Context: an optimization exercise on an open-source flow, tuned for small area, a short achievable clock period and few clock cycles. The choices shown serve that exercise and are no tape-out recipe.
RTL that was checked went through simulation tests only; none was proved equivalent to the original.
Power figures rest on the tool's default switching activity, not on a simulated workload.

==> trial 42 <==
## psudolegal_board
module psudolegal_board(
  input logic clk,
  input logic rst,
  input logic        in_pos_valid,
  input logic [3:0]  in_pos_data,
  input logic        in_pos_sop,
  input logic        in_pos_eop,
  input logic        in_wtp,
  input logic [3:0]  in_castle,
  input logic [3:0]  in_ep,
  input logic       start,
  output reg        o_uci_valid,
  output reg [20:0] o_uci_data,
  output reg        o_uci_sop,
  output reg        o_uci_eop
  );
  reg [255:0] bdv;
  always @(posedge clk)
    if (in_pos_valid) bdv <= {bdv[251:0], in_pos_data};
  reg       wtp_r;
  reg [3:0] cas_r;
  reg [3:0] ep_r;
  always @(posedge clk) begin
    wtp_r <= in_wtp;
    cas_r <= in_castle;
    ep_r  <= in_ep;
  end
  function automatic [5:0] pidx(input [2:0] r, input [2:0] f);
    pidx = {r, ~f};
  endfunction
  wire [63:0] occ, colw, own;
  genvar gi;
  generate
    for (gi = 0; gi < 64; gi = gi + 1) begin : sq
      assign occ[gi]  = |bdv[gi*4 +: 3];
      assign colw[gi] = bdv[gi*4 + 3];
      assign own[gi]  = occ[gi] & (colw[gi] == wtp_r);
    end
  endgenerate
  function automatic [3:0] sqv(input [255:0] b, input integer p);
    sqv = b[p*4 +: 4];
  endfunction
  ...
Settings: LEC_CHECK=0, CAP_MARGIN=40, CORE_MARGIN=2, CORE_UTILIZATION=40, PLACE_DENSITY=0.6, SETUP_SLACK_MARGIN=1.0, SLEW_MARGIN=40; clock period 13.0 ns.
run.sh (not shown) runs the stock make flow with config.mk's settings and CLKGATE_MAP_FILE= SYNTH_SCRIPT=/design/flow/synth_recipe.tcl, a recipe that flattens the netlist after the stock synthesis.
==> inputs of trial 57, as changes to trial 42 <==
--- a/flow/design.v
+++ b/flow/design.v
@@ -379,51 +379,48 @@
   wire wk_ok = cas_r[3] & !occ[pidx(0,5)] & !occ[pidx(0,6)] & !a1[2] & !a1[1] & !a1[0] & !e1_east;
   wire wq_ok = cas_r[2] & !occ[pidx(0,3)] & !occ[pidx(0,2)] & !a1[2] & !a1[3] & !a1[4] & !e1_east;
   wire bk_ok = cas_r[1] & !occ[pidx(7,5)] & !occ[pidx(7,6)] & !a8[2] & !a8[1] & !a8[0];
   wire bq_ok = cas_r[0] & !occ[pidx(7,3)] & !occ[pidx(7,2)] & !a8[2] & !a8[3] & !a8[4];
   wire ck_ok = wtp_r ? wk_ok : bk_ok;
   wire cq_ok = wtp_r ? wq_ok : bq_ok;
-  function automatic [9:0] dmask(input [2:0] t, input [2:0] r, input [2:0] f, input w,
-                                 input kok, input qok);
+  function automatic [10:0] nextdir(input [2:0] t, input [2:0] r, input [2:0] f,
+                                    input all, input [3:0] dir, input w,
+                                    input kok, input qok);
     reg rp1, rp2, rm1, rm2, fp1, fp2, fm1, fm2;
+    reg [9:0] m, ab, oh;
     reg [7:0] km, nm;
+    reg [2:0] rr [0:9];
+    reg [2:0] ff [0:9];
+    reg [2:0] otr, otf;
+    reg [3:0] od;
+    reg kn, seen;
+    integer d;
     begin
       rp1 = r != 3'd7; rp2 = r[2:1] != 2'b11; rm1 = r != 3'd0; rm2 = r[2:1] != 2'b00;
       fp1 = f != 3'd7; fp2 = f[2:1] != 2'b11; fm1 = f != 3'd0; fm2 = f[2:1] != 2'b00;
       km = {rp1 & fm1, fm1, rm1 & fm1, rm1, rm1 & fp1, fp1, rp1 & fp1, rp1};
       nm = {rp2 & fm1, rp1 & fm2, rm1 & fm2, rm2 & fm1, rm2 & fp1, rm1 & fp2, rp1 & fp2, rp2 & fp1};
+      kn = t == 3'd5;
       case (t)
-        3'd1: dmask = {qok && f == 3'd4 && r == (w ? 3'd0 : 3'd7),
-                       kok && f == 3'd4 && r == (w ? 3'd0 : 3'd7), km};
-        3'd2: dmask = {2'b00, km};
-        3'd3: dmask = {2'b00, km & 8'h55};
-        3'd4: dmask = {2'b00, km & 8'hAA};
-        3'd5: dmask = {2'b00, nm};
-        3'd6: dmask = {2'b00, km & (w ? 8'h83 : 8'h38)};
-        default: dmask = 10'd0;
+        3'd1: m = {qok && f == 3'd4 && r == (w ? 3'd0 : 3'd7),
+                   kok && f == 3'd4 && r == (w ? 3'd0 : 3'd7), km};
+        3'd2: m = {2'b00, km};
+        3'd3: m = {2'b00, km & 8'h55};
+        3'd4: m = {2'b00, km & 8'hAA};
+        3'd5: m = {2'b00, nm};
+        3'd6: m = {2'b00, km & (w ? 8'h83 : 8'h38)};
+        default: m = 10'd0;
       endcase
-    end
-  endfunction
-  function automatic [9:0] low10(input [9:0] m);
-    integer d;
-    reg seen;
-    begin
+      for (d = 0; d < 10; d = d + 1)
+        ab[d] = all || (d > dir);
+      m = m & ab;
       seen = 1'b0;
       for (d = 0; d < 10; d = d + 1) begin
-        low10[d] = m[d] && !seen;
+        oh[d] = m[d] && !seen;
         seen = seen | m[d];
       end
-    end
-  endfunction
-  function automatic [9:0] dtarget(input [9:0] oh, input kn, input [2:0] r, input [2:0] f);
-    reg [2:0] rr [0:9];
-    reg [2:0] ff [0:9];
-    reg [2:0] otr, otf;
-    reg [3:0] od;
-    integer d;
-    begin
       if (kn) begin
         rr[0] = r + 3'd2; ff[0] = f + 3'd1;
         rr[1] = r + 3'd1; ff[1] = f + 3'd2;
         rr[2] = r - 3'd1; ff[2] = f + 3'd2;
         rr[3] = r - 3'd2; ff[3] = f + 3'd1;
         rr[4] = r - 3'd2; ff[4] = f - 3'd1;
@@ -445,62 +442,61 @@
       otr = 3'd0; otf = 3'd0; od = 4'd0;
       for (d = 0; d < 10; d = d + 1) begin
         otr = otr | ({3{oh[d]}} & rr[d]);
         otf = otf | ({3{oh[d]}} & ff[d]);
         od  = od  | ({4{oh[d]}} & d[3:0]);
       end
-      dtarget = {od, otr, otf};
+      nextdir = {seen, od, otr, otf};
     end
   endfunction
   reg        seed;
-  reg        ns_v;
-  reg  [5:0] ns;
   reg        f_v;
   reg  [5:0] f_sq;
   reg  [2:0] f_t;
-  wire [7:0] s_gt, s_eq, s_igt;
+  wire [7:0] f_gt, f_eq, i_gt;
   generate
     for (gi = 0; gi < 8; gi = gi + 1) begin : thr
-      assign s_gt[gi]  = gi > ns[5:3];
-      assign s_eq[gi]  = gi == ns[5:3];
-      assign s_igt[gi] = gi > ns[2:0];
+      assign f_gt[gi] = gi > f_sq[5:3];
+      assign f_eq[gi] = gi == f_sq[5:3];
+      assign i_gt[gi] = gi > f_sq[2:0];
     end
   endgenerate
   wire [63:0] fcand;
   generate
     for (gi = 0; gi < 64; gi = gi + 1) begin : fc
-      assign fcand[gi] = own[gi] & (seed | s_gt[gi/8] | (s_eq[gi/8] & s_igt[gi%8]));
+      assign fcand[gi] = own[gi] & (seed | f_gt[gi/8] | (f_eq[gi/8] & i_gt[gi%8]));
     end
   endgenerate
+  reg  [63:0] foh;
   reg  [7:0]  gany, gsel;
-  reg  [2:0]  glo [0:7];
-  reg  [5:0]  sn;
-  reg         sseen;
+  reg  [5:0]  fn_sq;
+  reg  [2:0]  fn_t;
+  reg         fseen;
   integer fg, fi;
   always @(*) begin
-    for (fg = 0; fg < 8; fg = fg + 1) begin
+    for (fg = 0; fg < 8; fg = fg + 1)
       gany[fg] = |fcand[fg*8 +: 8];
-      glo[fg] = 3'd0;
-      for (fi = 7; fi >= 0; fi = fi - 1)
-        if (fcand[fg*8+fi]) glo[fg] = fi[2:0];
+    fseen = 1'b0;
+    for (fg = 0; fg < 8; fg = fg + 1) begin
+      gsel[fg] = gany[fg] && !fseen;
+      fseen = fseen | gany[fg];
     end
-    sseen = 1'b0;
     for (fg = 0; fg < 8; fg = fg + 1) begin
-      gsel[fg] = gany[fg] && !sseen;
-      sseen = sseen | gany[fg];
+      for (fi = 0; fi < 8; fi = fi + 1)
+        foh[fg*8+fi] = gsel[fg] && fcand[fg*8+fi] && !(fi > 0 && |(fcand[fg*8 +: 8] & ((8'd1 << fi) - 8'd1)));
+    end
+    fn_sq = 6'd0; fn_t = 3'd0;
+    for (fg = 0; fg < 64; fg = fg + 1) begin
+      fn_sq = fn_sq | ({6{foh[fg]}} & fg[5:0]);
+      fn_t  = fn_t  | ({3{foh[fg]}} & bdv[fg*4 +: 3]);
     end
-    sn = 6'd0;
-    for (fg = 0; fg < 8; fg = fg + 1)
-      sn = sn | ({6{gsel[fg]}} & {fg[2:0], glo[fg]});
   end
-  wire [2:0] ns_t = bdv[ns*4 +: 3];
   reg        run;      
   reg        act;      
   reg  [2:0] cr, cf, ct;    
   reg  [3:0] dir;
-  reg  [9:0] rem;          
   reg  [2:0] tr, tf;       
   reg  [1:0] pm;
   wire [5:0] tp = pidx(tr, tf);
   wire t_occ = occ[tp];
   wire t_col = colw[tp];
   wire t_own = t_occ & (t_col == wtp_r);
@@ -533,60 +529,48 @@
       3'd6: begin sr = tr;        sf = tf - 3'd1; son = tf != 3'd0; end
       default: begin sr = tr + 3'd1; sf = tf - 3'd1; son = tr != 3'd7 && tf != 3'd0; end
     endcase
   end
   wire cont = act && !t_occ &&
               ((is_sld && son) || (is_pawn && push && tr == (wtp_r ? 3'd2 : 3'd5)));
-  wire [9:0] w_oh = low10(rem);
-  wire [9:0] w_nt = dtarget(w_oh, ct == 3'd5, cr, cf);
-  wire       more = |rem;
-  wire [2:0] f_r = f_sq[5:3];
-  wire [2:0] f_f = ~f_sq[2:0];
-  wire [9:0] f_m  = dmask(f_t, f_r, f_f, wtp_r, ck_ok, cq_ok);
-  wire [9:0] f_oh = low10(f_m);
-  wire [9:0] f_nt = dtarget(f_oh, f_t == 3'd5, f_r, f_f);
-  wire piece_end = !act || (!hold && !cont && !more);
+  wire [10:0] wn = nextdir(ct, cr, cf, 1'b0, dir, wtp_r, ck_ok, cq_ok);
+  wire [10:0] fnd = nextdir(f_t, f_sq[5:3], ~f_sq[2:0], 1'b1, 4'd0, wtp_r, ck_ok, cq_ok);
+  wire piece_end = !act || (!hold && !cont && !wn[10]);
   wire do_switch = run && piece_end && f_v;
   wire done_now  = run && act && piece_end && !f_v;
-  wire f_take    = do_switch || !f_v;
   always @(posedge clk) begin
     if (rst) begin
-      run <= 1'b0; act <= 1'b0; seed <= 1'b0; ns_v <= 1'b0; f_v <= 1'b0;
+      run <= 1'b0; act <= 1'b0; seed <= 1'b0; f_v <= 1'b0;
     end else begin
       seed <= start;
       if (start) begin
-        run <= 1'b1; act <= 1'b0; f_v <= 1'b0; ns_v <= 1'b0;
-      end else begin
-        if (seed || (f_take && ns_v)) begin
-          ns <= sn;
-          ns_v <= sseen;
-        end
-        if (f_take) begin
-          f_sq <= ns; f_t <= ns_t; f_v <= ns_v && !seed;
-        end
+        run <= 1'b1; act <= 1'b0;
+      end
+      if (seed || do_switch) begin
+        f_sq <= fn_sq;
+        f_t  <= fn_t;
+        f_v  <= fseen;
       end
       if (done_now) begin
         run <= 1'b0; act <= 1'b0;
       end
       if (do_switch) act <= 1'b1;
     end
     if (hold) begin
       pm <= pm + 2'd1;
     end else begin
       pm <= 2'd0;
       if (do_switch) begin
-        cr <= f_r; cf <= f_f; ct <= f_t;
-        dir <= f_nt[9:6];
-        rem <= f_m & ~f_oh;
-        tr <= f_nt[5:3]; tf <= f_nt[2:0];
+        cr <= f_sq[5:3]; cf <= ~f_sq[2:0]; ct <= f_t;
+        dir <= fnd[9:6];
+        tr <= fnd[5:3]; tf <= fnd[2:0];
       end else if (cont) begin
         tr <= sr; tf <= sf;
       end else if (act) begin
-        dir <= w_nt[9:6];
-        rem <= rem & ~w_oh;
-        tr <= w_nt[5:3]; tf <= w_nt[2:0];
+        dir <= wn[9:6];
+        tr <= wn[5:3]; tf <= wn[2:0];
       end
     end
   end
   wire        m_v = act && mv;
   wire [20:0] m_w = {promo, pm, ct, cf, cr, 3'd0, tf, tr};
   reg [20:0] hbuf;
==> impl_results.md <==
* GR Util met2 at 46.0%
* Part of the power in the clock network at 36.8%
* Status: timing/DRC/antenna clean
* Reg-to-reg slack, setup at 7120 ps
* Final Cell Area at 24100 um^2
* Post-synth EDFFs at 315
* Routed wire length at 84800 um
* Tapcell Cnt at 696
* Worst reg2reg path endpoint: f_t[2]
* Count of flip-flops and latches at 355
* WP buf/inv at 2
* Number of global-route vias before repair at 17.7k
* Sequential power at 1.42 mW
* Leakage dissipation at 8.20 nW
* Clock-cell share at 5.87%
* CP Depth at 12
* Final Wtd Congestion at 1.03
* Via count at 18.6k
* Worst slew margin at 42.1%
* CP arrival at 6130 ps
(the above is from trial 57)
==> impl_results.md <==
* Worst slew margin at 37.1%
* Final Wtd Congestion at 0.946
* WP buf/inv at 1
* Leakage dissipation at 7.91 nW
* Tapcell Cnt at 688
* Via count at 16.6k
* Status: timing/DRC/antenna clean
* Worst reg2reg path endpoint: rem[7]
* Count of flip-flops and latches at 371
* Final Cell Area at 23800 um^2
* Sequential power at 1.44 mW
(the above is from trial 42)
Testbench counts of trial 42, summed over its fixed seeds: cycles 128,220.
Function not checked in trial 57: the RTL went through the layout flow alone.

static timing again, ports no longer ideal:
The flow's constraints put no driver on any port. The routed layouts listed below were extracted and timed again, unchanged, in two steps.
Step 1 (the two cells are an assumption about what drives the block):
set clk [get_ports {clk}]
set_driving_cell -lib_cell sky130_fd_sc_hd__clkbuf_16 $clk
set_driving_cell -lib_cell sky130_fd_sc_hd__buf_2 [delete_from_list [all_inputs] $clk]
Step 2, shift: input delay + t, output delay - t, t = (earliest + latest rising clock arrival at the registers) / 2. This alone moves slack from input paths to output paths.
Slacks: no drivers / after step 1 / after step 2; pairs: no drivers / after step 1.
run	t (ns)	slack for setup (ns)	worst data-port slew with drivers (ns)
trial 42	0.618	8.466 / 8.466 / 8.099	0.05
trial 57	0.643	7.118 / 7.118 / 7.118	0.05
After both steps every run listed still meets setup and hold. The setup slack of trial 42, which loses most, moves by 0.000 ns with the drivers and by -0.367 ns with both steps.
